Context: an optimization exercise on an open-source flow, tuned for small area and a short achievable clock period. The choices shown serve that exercise and are no tape-out recipe.
In this exercise RTL edits were held to simulation tests only and were not proved equivalent to the original.
Power is estimated from default activity; no workload was simulated.

[design.v]
module fpmul_exp (
    input  [4:0] ea, eb,
    input        valid,
    output [4:0] e5,
    output       z
);
    wire [5:0] ez = {1'b0, ea} + {1'b0, eb} - 6'd15;
    assign e5 = ez[4:0];
    assign z  = ez[5] | ~valid;
endmodule
module fpmul_norm (
    input  [11:0] r0, r1,
    input         c10,
    input  [4:0]  e5,
    input         z,
    input         s,
    output [15:0] r,
    output        hidden     
);
    wire [11:0] p = r0 + r1 + {11'b0, c10};
    wire [4:0] e = p[11] ? e5 + 5'd1 : e5;
    wire [9:0] f = p[11] ? p[10:1] : p[9:0];
    assign r = z ? 16'b0 : {s, e, f};
    assign hidden = ~z & (|e);
endmodule
module fpmul_tree (
    input  [9:0]  fa, fb,
    output [21:0] r0, r1
);
    wire t1, t2;
    assign t1 = (fa[0]&fb[9]) ^ (fa[1]&fb[8]);
    assign t2 = (fa[0]&fb[9]) & (fa[1]&fb[8]);
    wire t3, t4;
    assign t3 = (fa[1]&fb[9]) ^ (fa[2]&fb[8]) ^ (fa[3]&fb[7]);
    assign t4 = ((fa[1]&fb[9]) & (fa[2]&fb[8])) | ((fa[1]&fb[9]) & (fa[3]&fb[7])) | ((fa[2]&fb[8]) & (fa[3]&fb[7]));
    wire t5, t6;
    assign t5 = (fa[4]&fb[6]) ^ (fa[5]&fb[5]);
    assign t6 = (fa[4]&fb[6]) & (fa[5]&fb[5]);
    wire t7, t8;
    assign t7 = (fa[2]&fb[9]) ^ (fa[3]&fb[8]) ^ (fa[4]&fb[7]);
    assign t8 = ((fa[2]&fb[9]) & (fa[3]&fb[8])) | ((fa[2]&fb[9]) & (fa[4]&fb[7])) | ((fa[3]&fb[8]) & (fa[4]&fb[7]));
    wire t9, t10;
    assign t9 = (fa[5]&fb[6]) ^ (fa[6]&fb[5]);
    assign t10 = (fa[5]&fb[6]) & (fa[6]&fb[5]);
    wire t11, t12;
    assign t11 = (fa[3]&fb[9]) ^ (fa[4]&fb[8]) ^ (fa[5]&fb[7]);
    assign t12 = ((fa[3]&fb[9]) & (fa[4]&fb[8])) | ((fa[3]&fb[9]) & (fa[5]&fb[7])) | ((fa[4]&fb[8]) & (fa[5]&fb[7]));
    wire t13, t14;
    assign t13 = (fa[0]&fb[6]) ^ (fa[1]&fb[5]);
    assign t14 = (fa[0]&fb[6]) & (fa[1]&fb[5]);
    wire t15, t16;
    assign t15 = (fa[0]&fb[7]) ^ (fa[1]&fb[6]) ^ (fa[2]&fb[5]);
    assign t16 = ((fa[0]&fb[7]) & (fa[1]&fb[6])) | ((fa[0]&fb[7]) & (fa[2]&fb[5])) | ((fa[1]&fb[6]) & (fa[2]&fb[5]));
    wire t17, t18;
    assign t17 = (fa[3]&fb[4]) ^ (fa[4]&fb[3]);
    assign t18 = (fa[3]&fb[4]) & (fa[4]&fb[3]);
    wire t19, t20;
    assign t19 = (fa[0]&fb[8]) ^ (fa[1]&fb[7]) ^ (fa[2]&fb[6]);
    assign t20 = ((fa[0]&fb[8]) & (fa[1]&fb[7])) | ((fa[0]&fb[8]) & (fa[2]&fb[6])) | ((fa[1]&fb[7]) & (fa[2]&fb[6]));
    wire t21, t22;
    assign t21 = (fa[3]&fb[5]) ^ (fa[4]&fb[4]) ^ (fa[5]&fb[3]);
    assign t22 = ((fa[3]&fb[5]) & (fa[4]&fb[4])) | ((fa[3]&fb[5]) & (fa[5]&fb[3])) | ((fa[4]&fb[4]) & (fa[5]&fb[3]));
    wire t23, t24;
    assign t23 = (fa[6]&fb[2]) ^ (fa[7]&fb[1]);
    assign t24 = (fa[6]&fb[2]) & (fa[7]&fb[1]);
    wire t25, t26;
    assign t25 = t1 ^ (fa[2]&fb[7]) ^ (fa[3]&fb[6]);
    assign t26 = (t1 & (fa[2]&fb[7])) | (t1 & (fa[3]&fb[6])) | ((fa[2]&fb[7]) & (fa[3]&fb[6]));
    wire t27, t28;
    assign t27 = (fa[4]&fb[5]) ^ (fa[5]&fb[4]) ^ (fa[6]&fb[3]);
    assign t28 = ((fa[4]&fb[5]) & (fa[5]&fb[4])) | ((fa[4]&fb[5]) & (fa[6]&fb[3])) | ((fa[5]&fb[4]) & (fa[6]&fb[3]));
    wire t29, t30;
    assign t29 = (fa[7]&fb[2]) ^ (fa[8]&fb[1]) ^ (fa[9]&fb[0]);
    assign t30 = ((fa[7]&fb[2]) & (fa[8]&fb[1])) | ((fa[7]&fb[2]) & (fa[9]&fb[0])) | ((fa[8]&fb[1]) & (fa[9]&fb[0]));
    wire t31, t32;
    assign t31 = t2 ^ t3 ^ t5;
    assign t32 = (t2 & t3) | (t2 & t5) | (t3 & t5);
    wire t33, t34;
    assign t33 = (fa[6]&fb[4]) ^ (fa[7]&fb[3]) ^ (fa[8]&fb[2]);
    assign t34 = ((fa[6]&fb[4]) & (fa[7]&fb[3])) | ((fa[6]&fb[4]) & (fa[8]&fb[2])) | ((fa[7]&fb[3]) & (fa[8]&fb[2]));
    wire t35, t36;
    assign t35 = (fa[9]&fb[1]) ^ fa[0] ^ fb[0];
    assign t36 = ((fa[9]&fb[1]) & fa[0]) | ((fa[9]&fb[1]) & fb[0]) | (fa[0] & fb[0]);
    wire t37, t38;
    assign t37 = t4 ^ t6 ^ t7;
    assign t38 = (t4 & t6) | (t4 & t7) | (t6 & t7);
    wire t39, t40;
    assign t39 = t9 ^ (fa[7]&fb[4]) ^ (fa[8]&fb[3]);
    assign t40 = (t9 & (fa[7]&fb[4])) | (t9 & (fa[8]&fb[3])) | ((fa[7]&fb[4]) & (fa[8]&fb[3]));
    wire t41, t42;
    assign t41 = (fa[9]&fb[2]) ^ fa[1] ^ fb[1];
    assign t42 = ((fa[9]&fb[2]) & fa[1]) | ((fa[9]&fb[2]) & fb[1]) | (fa[1] & fb[1]);
    wire t43, t44;
    assign t43 = t8 ^ t10 ^ t11;
    assign t44 = (t8 & t10) | (t8 & t11) | (t10 & t11);
    wire t45, t46;
    assign t45 = (fa[6]&fb[6]) ^ (fa[7]&fb[5]) ^ (fa[8]&fb[4]);
    assign t46 = ((fa[6]&fb[6]) & (fa[7]&fb[5])) | ((fa[6]&fb[6]) & (fa[8]&fb[4])) | ((fa[7]&fb[5]) & (fa[8]&fb[4]));
    wire t47, t48;
    assign t47 = (fa[9]&fb[3]) ^ fa[2] ^ fb[2];
    assign t48 = ((fa[9]&fb[3]) & fa[2]) | ((fa[9]&fb[3]) & fb[2]) | (fa[2] & fb[2]);
    wire t49, t50;
    assign t49 = t12 ^ (fa[4]&fb[9]) ^ (fa[5]&fb[8]);
    assign t50 = (t12 & (fa[4]&fb[9])) | (t12 & (fa[5]&fb[8])) | ((fa[4]&fb[9]) & (fa[5]&fb[8]));
    wire t51, t52;
    assign t51 = (fa[6]&fb[7]) ^ (fa[7]&fb[6]) ^ (fa[8]&fb[5]);
    assign t52 = ((fa[6]&fb[7]) & (fa[7]&fb[6])) | ((fa[6]&fb[7]) & (fa[8]&fb[5])) | ((fa[7]&fb[6]) & (fa[8]&fb[5]));
    wire t53, t54;
    assign t53 = (fa[9]&fb[4]) ^ fa[3] ^ fb[3];
    assign t54 = ((fa[9]&fb[4]) & fa[3]) | ((fa[9]&fb[4]) & fb[3]) | (fa[3] & fb[3]);
    wire t55, t56;
    assign t55 = (fa[5]&fb[9]) ^ (fa[6]&fb[8]) ^ (fa[7]&fb[7]);
    assign t56 = ((fa[5]&fb[9]) & (fa[6]&fb[8])) | ((fa[5]&fb[9]) & (fa[7]&fb[7])) | ((fa[6]&fb[8]) & (fa[7]&fb[7]));
    wire t57, t58;
    assign t57 = (fa[8]&fb[6]) ^ (fa[9]&fb[5]) ^ fa[4];
    assign t58 = ((fa[8]&fb[6]) & (fa[9]&fb[5])) | ((fa[8]&fb[6]) & fa[4]) | ((fa[9]&fb[5]) & fa[4]);
    wire t59, t60;
    assign t59 = (fa[6]&fb[9]) ^ (fa[7]&fb[8]) ^ (fa[8]&fb[7]);
    assign t60 = ((fa[6]&fb[9]) & (fa[7]&fb[8])) | ((fa[6]&fb[9]) & (fa[8]&fb[7])) | ((fa[7]&fb[8]) & (fa[8]&fb[7]));
    wire t61, t62;
    assign t61 = (fa[0]&fb[4]) ^ (fa[1]&fb[3]);
    assign t62 = (fa[0]&fb[4]) & (fa[1]&fb[3]);
    wire t63, t64;
    assign t63 = (fa[0]&fb[5]) ^ (fa[1]&fb[4]) ^ (fa[2]&fb[3]);
    assign t64 = ((fa[0]&fb[5]) & (fa[1]&fb[4])) | ((fa[0]&fb[5]) & (fa[2]&fb[3])) | ((fa[1]&fb[4]) & (fa[2]&fb[3]));
    wire t65, t66;
    assign t65 = (fa[3]&fb[2]) ^ (fa[4]&fb[1]);
    assign t66 = (fa[3]&fb[2]) & (fa[4]&fb[1]);
    wire t67, t68;
    assign t67 = t13 ^ (fa[2]&fb[4]) ^ (fa[3]&fb[3]);
    assign t68 = (t13 & (fa[2]&fb[4])) | (t13 & (fa[3]&fb[3])) | ((fa[2]&fb[4]) & (fa[3]&fb[3]));
    wire t69, t70;
    assign t69 = (fa[4]&fb[2]) ^ (fa[5]&fb[1]) ^ (fa[6]&fb[0]);
    assign t70 = ((fa[4]&fb[2]) & (fa[5]&fb[1])) | ((fa[4]&fb[2]) & (fa[6]&fb[0])) | ((fa[5]&fb[1]) & (fa[6]&fb[0]));
    wire t71, t72;
    assign t71 = t14 ^ t15 ^ t17;
    assign t72 = (t14 & t15) | (t14 & t17) | (t15 & t17);
    wire t73, t74;
    assign t73 = (fa[5]&fb[2]) ^ (fa[6]&fb[1]) ^ (fa[7]&fb[0]);
    assign t74 = ((fa[5]&fb[2]) & (fa[6]&fb[1])) | ((fa[5]&fb[2]) & (fa[7]&fb[0])) | ((fa[6]&fb[1]) & (fa[7]&fb[0]));
    wire t75, t76;
    assign t75 = t16 ^ t18 ^ t19;
    assign t76 = (t16 & t18) | (t16 & t19) | (t18 & t19);
    wire t77, t78;
    assign t77 = t21 ^ t23 ^ (fa[8]&fb[0]);
    assign t78 = (t21 & t23) | (t21 & (fa[8]&fb[0])) | (t23 & (fa[8]&fb[0]));
    wire t79, t80;
    assign t79 = t20 ^ t22 ^ t24;
    assign t80 = (t20 & t22) | (t20 & t24) | (t22 & t24);
    wire t81, t82;
    assign t81 = t25 ^ t27 ^ t29;
    assign t82 = (t25 & t27) | (t25 & t29) | (t27 & t29);
    wire t83, t84;
    assign t83 = t26 ^ t28 ^ t30;
    assign t84 = (t26 & t28) | (t26 & t30) | (t28 & t30);
    wire t85, t86;
    assign t85 = t31 ^ t33 ^ t35;
    assign t86 = (t31 & t33) | (t31 & t35) | (t33 & t35);
    wire t87, t88;
    assign t87 = t32 ^ t34 ^ t36;
    assign t88 = (t32 & t34) | (t32 & t36) | (t34 & t36);
    wire t89, t90;
    assign t89 = t37 ^ t39 ^ t41;
    assign t90 = (t37 & t39) | (t37 & t41) | (t39 & t41);
    wire t91, t92;
    assign t91 = t38 ^ t40 ^ t42;
    assign t92 = (t38 & t40) | (t38 & t42) | (t40 & t42);
    wire t93, t94;
    assign t93 = t43 ^ t45 ^ t47;
    assign t94 = (t43 & t45) | (t43 & t47) | (t45 & t47);
    wire t95, t96;
    assign t95 = t44 ^ t46 ^ t48;
    assign t96 = (t44 & t46) | (t44 & t48) | (t46 & t48);
    wire t97, t98;
    assign t97 = t49 ^ t51 ^ t53;
    assign t98 = (t49 & t51) | (t49 & t53) | (t51 & t53);
    wire t99, t100;
    assign t99 = t50 ^ t52 ^ t54;
    assign t100 = (t50 & t52) | (t50 & t54) | (t52 & t54);
    wire t101, t102;
    assign t101 = t55 ^ t57 ^ fb[4];
    assign t102 = (t55 & t57) | (t55 & fb[4]) | (t57 & fb[4]);
    wire t103, t104;
    assign t103 = t56 ^ t58 ^ t59;
    assign t104 = (t56 & t58) | (t56 & t59) | (t58 & t59);
    wire t105, t106;
    assign t105 = (fa[9]&fb[6]) ^ fa[5] ^ fb[5];
    assign t106 = ((fa[9]&fb[6]) & fa[5]) | ((fa[9]&fb[6]) & fb[5]) | (fa[5] & fb[5]);
    wire t107, t108;
    assign t107 = t60 ^ (fa[7]&fb[9]) ^ (fa[8]&fb[8]);
    assign t108 = (t60 & (fa[7]&fb[9])) | (t60 & (fa[8]&fb[8])) | ((fa[7]&fb[9]) & (fa[8]&fb[8]));
    wire t109, t110;
    assign t109 = (fa[9]&fb[7]) ^ fa[6] ^ fb[6];
    assign t110 = ((fa[9]&fb[7]) & fa[6]) | ((fa[9]&fb[7]) & fb[6]) | (fa[6] & fb[6]);
    wire t111, t112;
    assign t111 = (fa[8]&fb[9]) ^ (fa[9]&fb[8]) ^ fa[7];
    assign t112 = ((fa[8]&fb[9]) & (fa[9]&fb[8])) | ((fa[8]&fb[9]) & fa[7]) | ((fa[9]&fb[8]) & fa[7]);
    wire t113, t114;
    assign t113 = (fa[0]&fb[3]) ^ (fa[1]&fb[2]);
    assign t114 = (fa[0]&fb[3]) & (fa[1]&fb[2]);
    wire t115, t116;
    assign t115 = t61 ^ (fa[2]&fb[2]) ^ (fa[3]&fb[1]);
    assign t116 = (t61 & (fa[2]&fb[2])) | (t61 & (fa[3]&fb[1])) | ((fa[2]&fb[2]) & (fa[3]&fb[1]));
    wire t117, t118;
    assign t117 = t62 ^ t63 ^ t65;
    assign t118 = (t62 & t63) | (t62 & t65) | (t63 & t65);
    wire t119, t120;
    assign t119 = t64 ^ t66 ^ t67;
    assign t120 = (t64 & t66) | (t64 & t67) | (t66 & t67);
    wire t121, t122;
    assign t121 = t68 ^ t70 ^ t71;
    assign t122 = (t68 & t70) | (t68 & t71) | (t70 & t71);
    wire t123, t124;
    assign t123 = t72 ^ t74 ^ t75;
    assign t124 = (t72 & t74) | (t72 & t75) | (t74 & t75);
    wire t125, t126;
    assign t125 = t76 ^ t78 ^ t79;
    assign t126 = (t76 & t78) | (t76 & t79) | (t78 & t79);
    wire t127, t128;
    assign t127 = t80 ^ t82 ^ t83;
    assign t128 = (t80 & t82) | (t80 & t83) | (t82 & t83);
    wire t129, t130;
    assign t129 = t84 ^ t86 ^ t87;
    assign t130 = (t84 & t86) | (t84 & t87) | (t86 & t87);
    wire t131, t132;
    assign t131 = t88 ^ t90 ^ t91;
    assign t132 = (t88 & t90) | (t88 & t91) | (t90 & t91);
    wire t133, t134;
    assign t133 = t92 ^ t94 ^ t95;
    assign t134 = (t92 & t94) | (t92 & t95) | (t94 & t95);
    wire t135, t136;
    assign t135 = t96 ^ t98 ^ t99;
    assign t136 = (t96 & t98) | (t96 & t99) | (t98 & t99);
    wire t137, t138;
    assign t137 = t100 ^ t102 ^ t103;
    assign t138 = (t100 & t102) | (t100 & t103) | (t102 & t103);
    wire t139, t140;
    assign t139 = t104 ^ t106 ^ t107;
    assign t140 = (t104 & t106) | (t104 & t107) | (t106 & t107);
    wire t141, t142;
    assign t141 = t108 ^ t110 ^ t111;
    assign t142 = (t108 & t110) | (t108 & t111) | (t110 & t111);
    wire t143, t144;
    assign t143 = t112 ^ (fa[9]&fb[9]) ^ fa[8];
    assign t144 = (t112 & (fa[9]&fb[9])) | (t112 & fa[8]) | ((fa[9]&fb[9]) & fa[8]);
    wire t145, t146;
    assign t145 = (fa[0]&fb[2]) ^ (fa[1]&fb[1]);
    assign t146 = (fa[0]&fb[2]) & (fa[1]&fb[1]);
    wire t147, t148;
    assign t147 = t113 ^ (fa[2]&fb[1]) ^ (fa[3]&fb[0]);
    assign t148 = (t113 & (fa[2]&fb[1])) | (t113 & (fa[3]&fb[0])) | ((fa[2]&fb[1]) & (fa[3]&fb[0]));
    wire t149, t150;
    assign t149 = t114 ^ t115 ^ (fa[4]&fb[0]);
    assign t150 = (t114 & t115) | (t114 & (fa[4]&fb[0])) | (t115 & (fa[4]&fb[0]));
    wire t151, t152;
    assign t151 = t116 ^ t117 ^ (fa[5]&fb[0]);
    assign t152 = (t116 & t117) | (t116 & (fa[5]&fb[0])) | (t117 & (fa[5]&fb[0]));
    wire t153, t154;
    assign t153 = t118 ^ t119 ^ t69;
    assign t154 = (t118 & t119) | (t118 & t69) | (t119 & t69);
    wire t155, t156;
    assign t155 = t120 ^ t121 ^ t73;
    assign t156 = (t120 & t121) | (t120 & t73) | (t121 & t73);
    wire t157, t158;
    assign t157 = t122 ^ t123 ^ t77;
    assign t158 = (t122 & t123) | (t122 & t77) | (t123 & t77);
    wire t159, t160;
    assign t159 = t124 ^ t125 ^ t81;
    assign t160 = (t124 & t125) | (t124 & t81) | (t125 & t81);
    wire t161, t162;
    assign t161 = t126 ^ t127 ^ t85;
    assign t162 = (t126 & t127) | (t126 & t85) | (t127 & t85);
    wire t163, t164;
    assign t163 = t128 ^ t129 ^ t89;
    assign t164 = (t128 & t129) | (t128 & t89) | (t129 & t89);
    wire t165, t166;
    assign t165 = t130 ^ t131 ^ t93;
    assign t166 = (t130 & t131) | (t130 & t93) | (t131 & t93);
    wire t167, t168;
    assign t167 = t132 ^ t133 ^ t97;
    assign t168 = (t132 & t133) | (t132 & t97) | (t133 & t97);
    wire t169, t170;
    assign t169 = t134 ^ t135 ^ t101;
    assign t170 = (t134 & t135) | (t134 & t101) | (t135 & t101);
    wire t171, t172;
    assign t171 = t136 ^ t137 ^ t105;
    assign t172 = (t136 & t137) | (t136 & t105) | (t137 & t105);
    wire t173, t174;
    assign t173 = t138 ^ t139 ^ t109;
    assign t174 = (t138 & t139) | (t138 & t109) | (t139 & t109);
    wire t175, t176;
    assign t175 = t140 ^ t141 ^ fb[7];
    assign t176 = (t140 & t141) | (t140 & fb[7]) | (t141 & fb[7]);
    wire t177, t178;
    assign t177 = t142 ^ t143 ^ fb[8];
    assign t178 = (t142 & t143) | (t142 & fb[8]) | (t143 & fb[8]);
    wire t179, t180;
    assign t179 = t144 ^ fa[9] ^ fb[9];
    assign t180 = (t144 & fa[9]) | (t144 & fb[9]) | (fa[9] & fb[9]);
    assign r0 = {1'b0, t180, t178, t176, t174, t172, t170, t168, t166, t164, t162, t160, t158, t156, t154, t152, t150, t148, t146, t145, (fa[0]&fb[1]), (fa[0]&fb[0])};
    assign r1 = {1'b0, 1'b1, t179, t177, t175, t173, t171, t169, t167, t165, t163, t161, t159, t157, t155, t153, t151, t149, t147, (fa[2]&fb[0]), (fa[1]&fb[0]), 1'b0};
endmodule
module fpadd_norm (
    input  [12:0] fz,
    input  [4:0]  er,
    input         sr,
    output reg [15:0] r,
    output reg        hidden,   
    output reg [14:0] m,        
    output reg        nz        
);
    reg [3:0] lz;
    reg [12:0] n;
    reg [4:0] e;
    integer i;
    always @(*) begin
        lz = 4'd12;
        for (i = 0; i <= 12; i = i + 1)
            if (fz[i]) lz = 12 - i;
        n = fz << lz;
        e = er - {1'b0, lz} + 5'd1;
        m = {e, n[11:2]};
        nz = |fz;
        if (fz == 13'b0) begin
            r = 16'b0;
            hidden = 1'b0;
        end else begin
            r = {sr, e, n[11:2]};
            hidden = |e;
        end
    end
endmodule
module fpadd_order (
    input  [14:0] a, b,
    input         bu,
    output        a_big,
    output [3:0]  d,
    output        dz
);
    wire [4:0] ea = a[14:10], eb = b[14:10];
    wire [5:0] dab = {1'b0, ea} - {1'b0, eb};
    wire [4:0] dba = eb - ea;
    wire       b_egt = dab[5];
    wire       eeq = (ea == eb);
    wire       fge = a[9:0] >= b[9:0];
    assign a_big = ~bu | (~b_egt & (~eeq | fge));
    wire [4:0] dd = b_egt ? dba : dab[4:0];
    assign d  = dd[3:0];
    assign dz = ~bu | dd[4] | (dd[3] & dd[2]);
endmodule
module fpadd_align (
    input  [15:0] a, b,        
    input         ha, hb,      
    input         a_big,
    input  [3:0]  d,
    input         dz,
    output [12:0] fz,
    output [4:0]  er,
    output        sr
);
    wire [11:0] xa = {ha, a[9:0], 1'b0};
    wire [11:0] xb = {hb, b[9:0], 1'b0};
    wire [11:0] big = a_big ? xa : xb;
    wire [11:0] sml = a_big ? xb : xa;
    wire [11:0] sh  = dz ? 12'b0 : sml >> d;
    wire        sub = a[15] ^ b[15];
    assign fz = {1'b0, big} + ({1'b0, sh} ^ {13{sub}}) + {12'b0, sub};
    assign er = a_big ? a[14:10] : b[14:10];
    assign sr = a_big ? a[15] : b[15];
endmodule
module fp_pipeline (
    input wire clk,
    input wire reset,
    input wire pipe_en,
    input wire [15:0] in_scalar,
    input wire [15:0] in_batch,
    input wire [8:0] in_waddr,
    input wire in_wen,
    input wire in_valid,
    output wire out_we,
    output wire [8:0] out_waddr,
    output wire [15:0] out_data
);
reg proc_en;
always @(posedge clk) begin
    if (reset) proc_en <= 1'b0;
    else       proc_en <= pipe_en;
end
wire [4:0] e5_in;
wire       z_in;
fpmul_exp u_exp (.ea(in_scalar[14:10]), .eb(in_batch[14:10]), .valid(in_valid),
                 .e5(e5_in), .z(z_in));
reg [9:0] s1_fa, s1_fb;
reg [4:0] s1_e5;
reg       s1_s;
reg [8:0] s1_waddr;
reg       s1_z, s1_wen, s1_vw;
always @(posedge clk) begin
    if (proc_en) begin
        s1_fa    <= in_scalar[9:0];
        s1_fb    <= in_batch[9:0];
        s1_e5    <= e5_in;
        s1_s     <= in_scalar[15] ^ in_batch[15];
        s1_waddr <= in_waddr;
    end
end
always @(posedge clk) begin
    if (reset) begin
        s1_z <= 1'b1; s1_wen <= 1'b0; s1_vw <= 1'b0;
    end else if (proc_en) begin
        s1_z <= z_in; s1_wen <= in_wen; s1_vw <= in_valid | in_wen;
    end
end
wire [21:0] r0, r1;
fpmul_tree u_tree (.fa(s1_fa), .fb(s1_fb), .r0(r0), .r1(r1));
wire [9:0]  lo = {1'b0, r0[9:1]} + {1'b0, r1[9:1]};
reg [20:10] s2_r0;
reg [19:10] s2_r1;
reg         s2_c10;
reg [4:0]   s2_e5;
reg         s2_s;
reg [8:0]   s2_waddr;
reg         s2_z, s2_wen, s2_vw;
always @(posedge clk) begin
    if (proc_en) begin
        s2_r0    <= r0[20:10];
        s2_r1    <= r1[19:10];
        s2_c10   <= lo[9];
        s2_e5    <= s1_e5;
        s2_s     <= s1_s;
        s2_waddr <= s1_waddr;
    end
end
always @(posedge clk) begin
    if (reset) begin
        s2_z <= 1'b1; s2_wen <= 1'b0; s2_vw <= 1'b0;
    end else if (proc_en) begin
        s2_z <= s1_z; s2_wen <= s1_wen; s2_vw <= s1_vw;
    end
end
reg  [12:0] s4_fz;
reg  [4:0]  s4_er;
reg         s4_sr;
reg         s4_wen;
wire [15:0] sum;
wire        sum_h;
wire [14:0] sum_m;
wire        sum_nz;
fpadd_norm u_anorm (.fz(s4_fz), .er(s4_er), .sr(s4_sr), .r(sum), .hidden(sum_h),
                    .m(sum_m), .nz(sum_nz));
wire [15:0] prod;
wire        prod_h;
fpmul_norm u_mnorm (.r0({1'b0, s2_r0}), .r1({2'b01, s2_r1}), .c10(s2_c10),
                    .e5(s2_e5), .z(s2_z), .s(s2_s), .r(prod), .hidden(prod_h));
wire        bu_next = s2_vw & ~s4_wen & sum_nz;
wire        a_big;
wire [3:0]  d;
wire        dz;
fpadd_order u_order (.a(prod[14:0]), .b(sum_m), .bu(bu_next), .a_big(a_big), .d(d),
                     .dz(dz));
reg [15:0] s3_p;
reg        s3_h, s3_abig, s3_dz;
reg [3:0]  s3_d;
reg [8:0]  s3_waddr;
reg        s3_wen;
always @(posedge clk) begin
    if (proc_en) begin
        s3_p     <= prod;
        s3_h     <= prod_h;
        s3_abig  <= a_big;
        s3_d     <= d;
        s3_dz    <= dz;
        s3_waddr <= s2_waddr;
    end
end
always @(posedge clk) begin
    if (reset)        s3_wen <= 1'b0;
    else if (proc_en) s3_wen <= s2_wen;
end
reg  [15:0] s5_sum;
reg         s5_h;
wire [12:0] fz;
wire [4:0]  er;
wire        sr;
fpadd_align u_align (.a(s3_p), .b(s5_sum), .ha(s3_h), .hb(s5_h), .a_big(s3_abig),
                     .d(s3_d), .dz(s3_dz), .fz(fz), .er(er), .sr(sr));
reg [8:0] s4_waddr;
always @(posedge clk) begin
    if (proc_en) begin
        s4_fz    <= fz;
        s4_er    <= er;
        s4_sr    <= sr;
        s4_waddr <= s3_waddr;
    end
end
always @(posedge clk) begin
    if (reset)        s4_wen <= 1'b0;
    else if (proc_en) s4_wen <= s3_wen;
end
reg [8:0] s5_waddr;
reg       s5_wen;
always @(posedge clk) begin
    if (proc_en) begin
        s5_sum   <= sum;
        s5_h     <= sum_h;
        s5_waddr <= s4_waddr;
    end
end
always @(posedge clk) begin
    if (reset)        s5_wen <= 1'b0;
    else if (proc_en) s5_wen <= s4_wen;
end
assign out_we    = s5_wen;
assign out_waddr = s5_waddr;
assign out_data  = s5_sum;
endmodule
[flow/run.sh]
#!/bin/bash
# The standard layout (the standard.sh, unchanged synthesis and steps),
# except that the buffers it puts on every input and output port are
# sky130_fd_sc_hd__buf_1 cells instead of the flow's default choice.
set -e
cd "$(dirname "$0")/.."
export BUFFER_PORTS_ARGS="-buffer_cell sky130_fd_sc_hd__buf_1"
bash standard.sh > standard.log 2>&1
[standard.sh]
#!/bin/bash
# synth_recipe.tcl (not shown) runs the flow's synth.tcl, then flattens the netlist and writes it again
# the make line also repeats each setting of config.mk as NAME=value (left out here)
make -C /OpenROAD-flow-scripts/flow DESIGN_CONFIG=/design/flow/config.mk WORK_HOME=/design/flow/orfs CLKGATE_MAP_FILE= SYNTH_SCRIPT=/design/flow/synth_recipe.tcl "${@:-finish}"
[config.mk]
export PLATFORM = sky130hd
export DESIGN_NAME = fp_pipeline
export DESIGN_NICKNAME = fp_pipeline
export VERILOG_FILES = /design/flow/design.v
export SDC_FILE = /design/flow/constraint.sdc
export NUM_CORES = 4
export LEC_CHECK = 0
export CAP_MARGIN = 20
export CORE_MARGIN = 2
export CORE_UTILIZATION = 60
export PLACE_DENSITY = 0.8
export SETUP_SLACK_MARGIN = 3.2
export SLEW_MARGIN = 20
export TNS_END_PERCENT = 10
[constraint.sdc]
create_clock -name core_clock -period 7.0 [get_ports {clk}]
set_input_delay 1.4000 -clock core_clock [delete_from_list [all_inputs] [get_ports {clk}]]
set_output_delay 1.4000 -clock core_clock [all_outputs]
set_load 0.01 [all_outputs]
==> impl_metrics.ini, run 1 <==
[run_status]
status = finished clean

[routing]
first_pass_iters = 6
drt_iter0_drc = 547
num_vias = 7888
wirelength_microns = 24360
routed_via_density = 5.671
wl_per_cell_microns = 17.52
drc = 0
final_antenna_net_count = 0

[logic_synthesis]
synth_cell_types = 67
synthCells = 1005
ys.flop_type = edfxtp_1
synth_area_per_cell_sq_um = 11.64
syn-num-nets = 1213
synth_area_leaders = edfxtp_1 41%, fa_1 15%, ha_1 8.0%, inv_1 4.3%, and2_1 3.9%
yosys_warnings = 2
yosysTopAreaCell = edfxtp_1
netlist_area_sq_um = 11700
yosys_register_bits = 168
yosysTopAreaCellShare_pct = 40.56
async_reset_ff_share_pct = 0
ys_seq_area_share_pct = 42.28
synth_edf_count = 158

[die]
die_area_sq_um = 20630
num_io_pins = 72
die_w_microns = 143.6
dieHeight_microns = 143.6
coreArea_sq_um = 19270
fp-row-count = 51
start_util_pct = 60.69

[timing]
fin_ws_ns = 2.827
hold_viol = 0
drv_slew = 0
slew_headroom_pct = 41.64
whs_ns = 0.4190
fin_setup_tns_ns = 0
tightest_slew_ns = 0.8754
setup_viol = 0
rsz0062_at_grt = true
clock.fmax_mhz = 239.6
final.period_utilization_pct = 59.62
finClkSkew_ns = 0.008318
fin_crit_ns = 4.173

[clock_tree]
htree_levels = 4
cts.sinks = 168
clock_path_buffers = 2
cts_buffers = 17
clock_latency_ns = 0.44
cts_tree = built
cts_hold_buf = 0
root_buffer = clkbuf_16
clkSlewWorstSetupHoldPaths_ns = 0.08

[place]
gp_congestion = 0.9244
placed_cells = 1318
post-place-ws_ns = 2.458
dpl.hpwl_microns = 16640
io_buffers = 71
place_area_sq_um = 12260

[critical_path]
critPathLaunchType = flop
max_stage_delay_ns = 0.62
path_class = reg -> reg
r2r_setup_slack_ns = 2.83
critPathArrivalTime_ns = 4.34
worst_path_most_repeated_cell = ha_4
cp_num_buf_inv = 2
required_ns = 7.17
crit_slowest_cell = fa_2
path_cells = or3_4, o31ai_4, inv_4, ha_2, ha_4, fa_2, inv_2, ha_4, or2_4, o221ai_4, a21oi_4, mux2i_2, o211a_1, xor2_1, nand3_1
cp.depth = 15
endpoint_kind = flop
crit_family = adder cells
ff2ff_path_depth = 15
crit_fanout = 7

[power]
p_leak_nw = 5.639
peakVddDrop_uv = 227.7
powerDensity_nw_per_um2 = 240.0

[final_layout]
area_growth_pct = 15.79
layout.cells.non_filler = 1391
fin_nets = 1321
diodes = 0
layout-drive-gt1-share_pct = 14.92
stdcell_area_sq_um = 13540

[global_route]
grt_pass1_wl_microns = 39210
grt_usage_pct = 24.70
antenna_found_initial = 0
grt_pass1_vias = 8044
gr-total-overflow = 0
grt_max_degree = 67

[min_path]
holdCritPathClass = reg -> reg
hold_depth = 0

[run]
maxCapViolCount = 0
[timing repair]
| item | 4_1_cts | 5_1_grt |
|---|---|---|
| resized for setup | 49 | 12 |
| buffers inserted | 31 | 9 |
| gates cloned | 1 | 0 |
| setup endpoints to repair | 11 | 14 |
| pin swaps | 23 | 10 |
| endpoints found under the hold margin | 0 | 0 |
[power breakdown]
| group | total (mW) | internal [mW] | switching, mW | leakage [nW] |
|---|---|---|---|---|
| Sequential | 1.29 | 1.21 | 0.0760 | 1.57 |
| Clock | 0.974 | 0.497 | 0.477 | 0.304 |
| Combinational | 0.986 | 0.449 | 0.536 | 3.77 |
[synthesized netlist by cell type, types with 9 or more instances]
library cell	instances
o21a_1	9
nor3_1	14
nor2b_1	12
inv_1	133
o21ai_0	25
nand2_1	56
ha_1	75
and2_1	72
nor2_1	65
edfxtp_1	158
a21oi_1	29
a211oi_1	14
a21o_1	16
xor2_1	24
xnor2_1	17
mux2i_1	41
dfxtp_1	10
clkbuf_1	20
fa_1	87
mux2_2	21
[layout by cell type, fill, tap and decap left out, drive strengths merged, types with 16 or more instances in the layout]
cell / count
clkbuf: 17
o21ai: 25
a21o: 16
xnor2: 17
mux2i: 41
xor2: 24
a21oi: 29
nor2: 65
nand2: 56
mux2: 21
buf: 116
edfxtp: 158
and2: 72
inv: 145
ha: 75
fa: 87
[cell type report]
| class | count | area, sq um |
|---|---|---|
| multi-input combinational | 673 | 6454 |
| clock buffer | 17 | 425.4 |
| inverter | 136 | 515.5 |
| tap | 265 | 331.6 |
| clock inverter | 15 | 206.4 |
| timing repair buffer | 117 | 661.9 |
| fill | 1359 | 5728 |
| sequential | 168 | 4949 |
[routing by layer]
layer / global-route usage (%) / part of all wire, % / vias to the layer above
li1: - / - / 3679
met1: 31.43 / 41 / 3865
met2: 42.16 / 52 / 274
met3: 5.065 / 5.3 / 70
met4: 8.927 / 2.3 / 0
met5: 0 / 0 / -
[metrics by stage]
stage	util [%]	power [mW]
after floorplan	-	1.948
after global placement	63.63	2.118
after detailed placement	63.63	2.155
after CTS	69.59	3.211
after global routing	70.28	3.431
final	70.28	3.250
[cells by family (layout without fill, tap and decap cells)]
logic type | after synthesis | in the layout | share of synthesized area [%]
AOI/OAI and AO/OA | 140 | 140 | 8.323
xor gates and xnor gates | 41 | 41 | 3.070
adders and majority gates | 162 | 162 | 22.91
buffers and inverters | 164 | 285 | 5.424
DFF | 168 | 168 | 42.28
muxes | 67 | 67 | 6.493
and+or+nand+nor | 263 | 263 | 11.50
[registers in the layout, indices dropped and copies added (netlist names), 4 cells and up]
register and cells:
s4_waddr 9, s5_waddr 9, s4_er 5, s3_p 16, s1_e5 5, s5_sum 16
s1_fb 10, s4_fz 13, s3_d 4, s2_r0 11, s2_waddr 9, s3_waddr 9
s2_r1 10, s1_waddr 9, s2_e5 5, s1_fa 10
[final timing paths]
kind | end | startpoint
worst max register to register | s3_dz | s4_fz[12]
worst max-delay path | s3_dz | s4_fz[12]
worst min register to register | s4_waddr[8] | s3_waddr[8]
worst min-delay path | s4_waddr[8] | s3_waddr[8]
==> run 2, diff against run 1 <==
--- a/design.v
+++ b/design.v
@@ -306,7 +306,5 @@
     input         sr,
     output reg [15:0] r,
-    output reg        hidden,   
-    output reg [14:0] m,        
-    output reg        nz        
+    output reg        hidden    
 );
     reg [3:0] lz;
@@ -320,6 +318,4 @@
         n = fz << lz;
         e = er - {1'b0, lz} + 5'd1;
-        m = {e, n[11:2]};
-        nz = |fz;
         if (fz == 13'b0) begin
             r = 16'b0;
@@ -333,19 +329,16 @@
 module fpadd_order (
     input  [14:0] a, b,
-    input         bu,
     output        a_big,
-    output [3:0]  d,
-    output        dz
+    output [4:0]  dab, dba,
+    output        b_egt
 );
     wire [4:0] ea = a[14:10], eb = b[14:10];
-    wire [5:0] dab = {1'b0, ea} - {1'b0, eb};
-    wire [4:0] dba = eb - ea;
-    wire       b_egt = dab[5];
+    wire [5:0] d6 = {1'b0, ea} - {1'b0, eb};
+    assign dab   = d6[4:0];
+    assign dba   = eb - ea;
+    assign b_egt = d6[5];
     wire       eeq = (ea == eb);
     wire       fge = a[9:0] >= b[9:0];
-    assign a_big = ~bu | (~b_egt & (~eeq | fge));
-    wire [4:0] dd = b_egt ? dba : dab[4:0];
-    assign d  = dd[3:0];
-    assign dz = ~bu | dd[4] | (dd[3] & dd[2]);
+    assign a_big = ~b_egt & (~eeq | fge);
 endmodule
 module fpadd_align (
@@ -353,6 +346,6 @@
     input         ha, hb,      
     input         a_big,
-    input  [3:0]  d,
-    input         dz,
+    input  [4:0]  dab, dba,    
+    input         b_egt,       
     output [12:0] fz,
     output [4:0]  er,
@@ -363,5 +356,7 @@
     wire [11:0] big = a_big ? xa : xb;
     wire [11:0] sml = a_big ? xb : xa;
-    wire [11:0] sh  = dz ? 12'b0 : sml >> d;
+    wire [4:0]  dd  = b_egt ? dba : dab;
+    wire        dz  = dd[4] | (dd[3] & dd[2]);
+    wire [11:0] sh  = dz ? 12'b0 : sml >> dd[3:0];
     wire        sub = a[15] ^ b[15];
     assign fz = {1'b0, big} + ({1'b0, sh} ^ {13{sub}}) + {12'b0, sub};
@@ -445,21 +440,18 @@
 wire [15:0] sum;
 wire        sum_h;
-wire [14:0] sum_m;
-wire        sum_nz;
-fpadd_norm u_anorm (.fz(s4_fz), .er(s4_er), .sr(s4_sr), .r(sum), .hidden(sum_h),
-                    .m(sum_m), .nz(sum_nz));
+fpadd_norm u_anorm (.fz(s4_fz), .er(s4_er), .sr(s4_sr), .r(sum), .hidden(sum_h));
 wire [15:0] prod;
 wire        prod_h;
 fpmul_norm u_mnorm (.r0({1'b0, s2_r0}), .r1({2'b01, s2_r1}), .c10(s2_c10),
                     .e5(s2_e5), .z(s2_z), .s(s2_s), .r(prod), .hidden(prod_h));
-wire        bu_next = s2_vw & ~s4_wen & sum_nz;
-wire        a_big;
-wire [3:0]  d;
-wire        dz;
-fpadd_order u_order (.a(prod[14:0]), .b(sum_m), .bu(bu_next), .a_big(a_big), .d(d),
-                     .dz(dz));
+wire        g_next = s2_vw & ~s4_wen;
+wire [14:0] c_next = g_next ? sum[14:0] : 15'b0;
+wire        a_big, b_egt;
+wire [4:0]  dab, dba;
+fpadd_order u_order (.a(prod[14:0]), .b(c_next), .a_big(a_big), .dab(dab), .dba(dba),
+                     .b_egt(b_egt));
 reg [15:0] s3_p;
-reg        s3_h, s3_abig, s3_dz;
-reg [3:0]  s3_d;
+reg        s3_h, s3_g, s3_abig, s3_begt;
+reg [4:0]  s3_dab, s3_dba;
 reg [8:0]  s3_waddr;
 reg        s3_wen;
@@ -468,7 +460,9 @@
         s3_p     <= prod;
         s3_h     <= prod_h;
+        s3_g     <= g_next;
         s3_abig  <= a_big;
-        s3_d     <= d;
-        s3_dz    <= dz;
+        s3_dab   <= dab;
+        s3_dba   <= dba;
+        s3_begt  <= b_egt;
         s3_waddr <= s2_waddr;
     end
@@ -480,9 +474,11 @@
 reg  [15:0] s5_sum;
 reg         s5_h;
+wire [15:0] c = {s5_sum[15], s3_g ? s5_sum[14:0] : 15'b0};
+wire        c_h = s3_g & s5_h;
 wire [12:0] fz;
 wire [4:0]  er;
 wire        sr;
-fpadd_align u_align (.a(s3_p), .b(s5_sum), .ha(s3_h), .hb(s5_h), .a_big(s3_abig),
-                     .d(s3_d), .dz(s3_dz), .fz(fz), .er(er), .sr(sr));
+fpadd_align u_align (.a(s3_p), .b(c), .ha(s3_h), .hb(c_h), .a_big(s3_abig),
+                     .dab(s3_dab), .dba(s3_dba), .b_egt(s3_begt), .fz(fz), .er(er), .sr(sr));
 reg [8:0] s4_waddr;
 always @(posedge clk) begin
--- a/config.mk
+++ b/config.mk
@@ -10,5 +10,4 @@
 export CORE_UTILIZATION = 60
 export PLACE_DENSITY = 0.8
-export SETUP_SLACK_MARGIN = 3.2
+export SETUP_SLACK_MARGIN = 3.4
 export SLEW_MARGIN = 20
-export TNS_END_PERCENT = 10
==> run 2 against run 1 <==
Still clean on timing, DRC and antenna; maximum frequency is 9.0% higher; total power is 6.4% higher; register-to-register slack improved by 0.34 ns; synthesized cell count up 9.1%; setup slack improved by 0.34 ns; critical path depth is the same; final cell count up 9.3%; wire length is 14% higher; combinational power rose by 14%; sequential power increased by 5%; critical path type unchanged.
==> impl_metrics.ini, run 2 <==
[final_layout]
fin_nets = 1446
area_growth_pct = 17.89
layout-drive-gt1-share_pct = 18.23
final_cell_mix = 164 x edfxtp_1, 138 x inv_1, 83 x fa_1, 82 x and2_1, 71 x buf_1
final_common_cell = edfxtp_1
stdcell_area_sq_um = 14470
reg_top3 = s3_p x16, s5_sum x16, s4_fz x13
diodes = 0

[logic_synthesis]
syn-num-nets = 1304
synth-simple-area-share_pct = 12.83
synthCells = 1096
netlist_area_sq_um = 12280
yosys_register_bits = 174
synth-xor-area-share_pct = 2.711
yosysTopAreaCellShare_pct = 40.11
synth_area_per_cell_sq_um = 11.20
post-synth-top-count-cell = edfxtp_1
synth_edf_count = 164
synthAdderAreaFrac_pct = 21.83
ys.flop_type = edfxtp_1
synthMuxAreaShare_pct = 4.790
ys_seq_area_share_pct = 41.74
yosysTopAreaCell = edfxtp_1
synth_top_family_by_area = adder cells
synth_area_leaders = edfxtp_1 40%, fa_1 14%, ha_1 7.6%, inv_1 4.4%, and2_1 4.3%
synth_compound_area_share_pct = 10.48
async_reset_ff_share_pct = 0
synth.cells.most_frequent = 164 x edfxtp_1, 144 x inv_1, 87 x fa_1
yosys_warnings = 2
synth_cell_types = 68

[clock_tree]
cts.sinks = 174
htree_levels = 4
clock_path_buffers = 2
clkSlewWorstSetupHoldPaths_ns = 0.08
root_buffer = clkbuf_16
cts_tree = built
cts_buffers = 17
clock_latency_ns = 0.44

[global_route]
grt_pass1_vias = 8831
gr-total-overflow = 0
grt-busiest-layer = met2
grt_pass1_wl_microns = 43590
antenna_found_initial = 0
grt_usage_pct = 25.90
met3_usage_pct = 4.224
grt_use_met2_pct = 45.16
grt_use_met1_pct = 31.80
grt_max_degree = 77

[timing]
fin_ws_ns = 3.171
clock.fmax_mhz = 261.2
setup_viol = 0
drv_slew = 0
tightest_slew_ns = 0.9362
slew_headroom_pct = 37.58
fin_crit_ns = 3.829
fin_setup_tns_ns = 0
rsz0062_at_grt = true
finClkSkew_ns = 0.01246
hold_viol = 0
final.period_utilization_pct = 54.70

[critical_path]
crit_slowest_cell = or4_4
critPathLaunchType = flop
critPathArrivalTime_ns = 4.00
path_cells = buf_6, or4_4, a21oi_4, inv_4, ha_4, inv_1, fa_1, or3_4, inv_4, ha_4, o21ai_4, a21boi_2, o21a_1, nor2_4, a211oi_2
max_stage_delay_ns = 0.59
required_ns = 7.17
path_class = reg -> reg
cp_num_buf_inv = 4
crit_fanout = 4
endpoint_kind = flop
crit_family = simple AND/OR/NAND/NOR gates
cp.depth = 15
ff2ff_path_depth = 15

[routing]
final_antenna_net_count = 0
wl_per_cell_microns = 18.31
drt_iter0_drc = 552
drc = 0
routed_via_density = 5.725
first_pass_iters = 5
num_vias = 8708
wirelength_microns = 27850

[die]
dieHeight_microns = 147.0
fp-row-count = 52
start_util_pct = 60.87
die_w_microns = 147.0
coreArea_sq_um = 20170
die_area_sq_um = 21620
num_io_pins = 72

[place]
post-place-ws_ns = 2.642
gp_congestion = 0.9066
io_buffers = 71
dpl.hpwl_microns = 18970
place_area_sq_um = 12850

[run]
maxCapViolCount = 0

[power]
p_leak_nw = 5.936
powerDensity_nw_per_um2 = 238.9
peakVddDrop_uv = 243.8

[min_path]
holdCritPathClass = reg -> reg
hold_depth = 0

[run_status]
status = finished clean
==> run 2: changes by cell type after synthesis, moves of 11 or more <==
cell | previous run | this run
and2_1 | 72 | 84
a21oi_1 | 29 | 43
nand2_1 | 56 | 70
inv_1 | 133 | 144
mux2i_1 | 41 | 22
==> run 2: final cells by class <==
type                            instances  area, sq um
Multi-Input combinational cell        744         6870
Fill cell                            1395         5697
Sequential cell                       174         5129
Timing Repair Buffer                  153        930.9
Inverter                              148        569.3
Clock buffer                           17        425.4
Tap cell                              270        337.8
Clock inverter                         15        210.2
==> run 2: cells by family after synthesis <==
| logic type | Yosys count |
|---|---|
| adders and majority gates | 162 |
| AOI/OAI and AO/OA | 193 |
| buffers and inverters | 178 |
| muxes | 47 |
| xor gates and xnor gates | 38 |
| and+or+nand+nor | 304 |
| DFF | 174 |
==> run 2: path summary, 6_finish.rpt <==
check / startpoint / endpoint / slack (ns)
max reg2reg: s4_fz[9] / s3_abig / 3.17
min: s2_waddr[8] / s3_waddr[8] / 0.42
max: s4_fz[9] / s3_abig / 3.17
min reg2reg: s2_waddr[8] / s3_waddr[8] / 0.42
==> run 2: power by group <==
part	total [mW]	switching (mW)	leakage, nW	internal, mW
Combinational	1.12	0.618	3.99	0.503
Clock	0.989	0.465	0.309	0.524
Sequential	1.35	0.0753	1.64	1.27
==> run 2: repair_timing <==
item,in CTS,in global routing
pin swaps,32,15
hold buffers,0,0
endpoints found under the setup margin,20,17
endpoints found under the hold margin,0,0
setup buffers,65,12
resized for setup,62,45
==> run 2: through the flow <==
stage                     hold WS [ns]  util [%]  power [mW]  instances
final                           0.4187     71.76       3.457       1521
after global routing            0.4190     71.76       3.645       1521
after CTS                       0.4180     70.47       3.420       1509
after detailed placement        0.4045     63.72       2.319       1412
after global placement          0.4009     63.72       2.288       1412
after floorplan                 0.4003         -       2.082       1096
==> run 2: routing by layer <==
layer,vias to the layer above,routed length [microns]
li1,4090,-
met1,4237,11000
met2,313,14500
met3,68,1409
met4,0,944
met5,-,0

[separate check: timing with driven ports]
Ports are ideal in the flow. The routed layouts listed here were re-timed in OpenROAD.
Step 1 sets driving cells, clkbuf_16 on the clock port and buf_2 on the other inputs (assumed; they add their load-dependent delay and slew).
Step 2 adds t to the input delays and takes it off the output delays; t is the mean of the earliest and latest rising clock arrival at the registers after step 1. Input paths then give back, and output paths get back, about the clock's delay inside the block.
a / b / c = no drivers / after step 1 / after step 2; a / b = the first two.
run | t (ns) | slack for setup (ns) | hold slack, ns | latest minus earliest clock arrival (ns)
run 1 | 0.478 | 2.827 / 2.827 / 2.827 | 0.419 / 0.419 / 0.419 | 0.012 / 0.011
run 2 | 0.476 | 3.171 / 3.171 / 3.171 | 0.419 / 0.419 / 0.419 | 0.015 / 0.015
After both steps setup and hold are still met in every run listed.
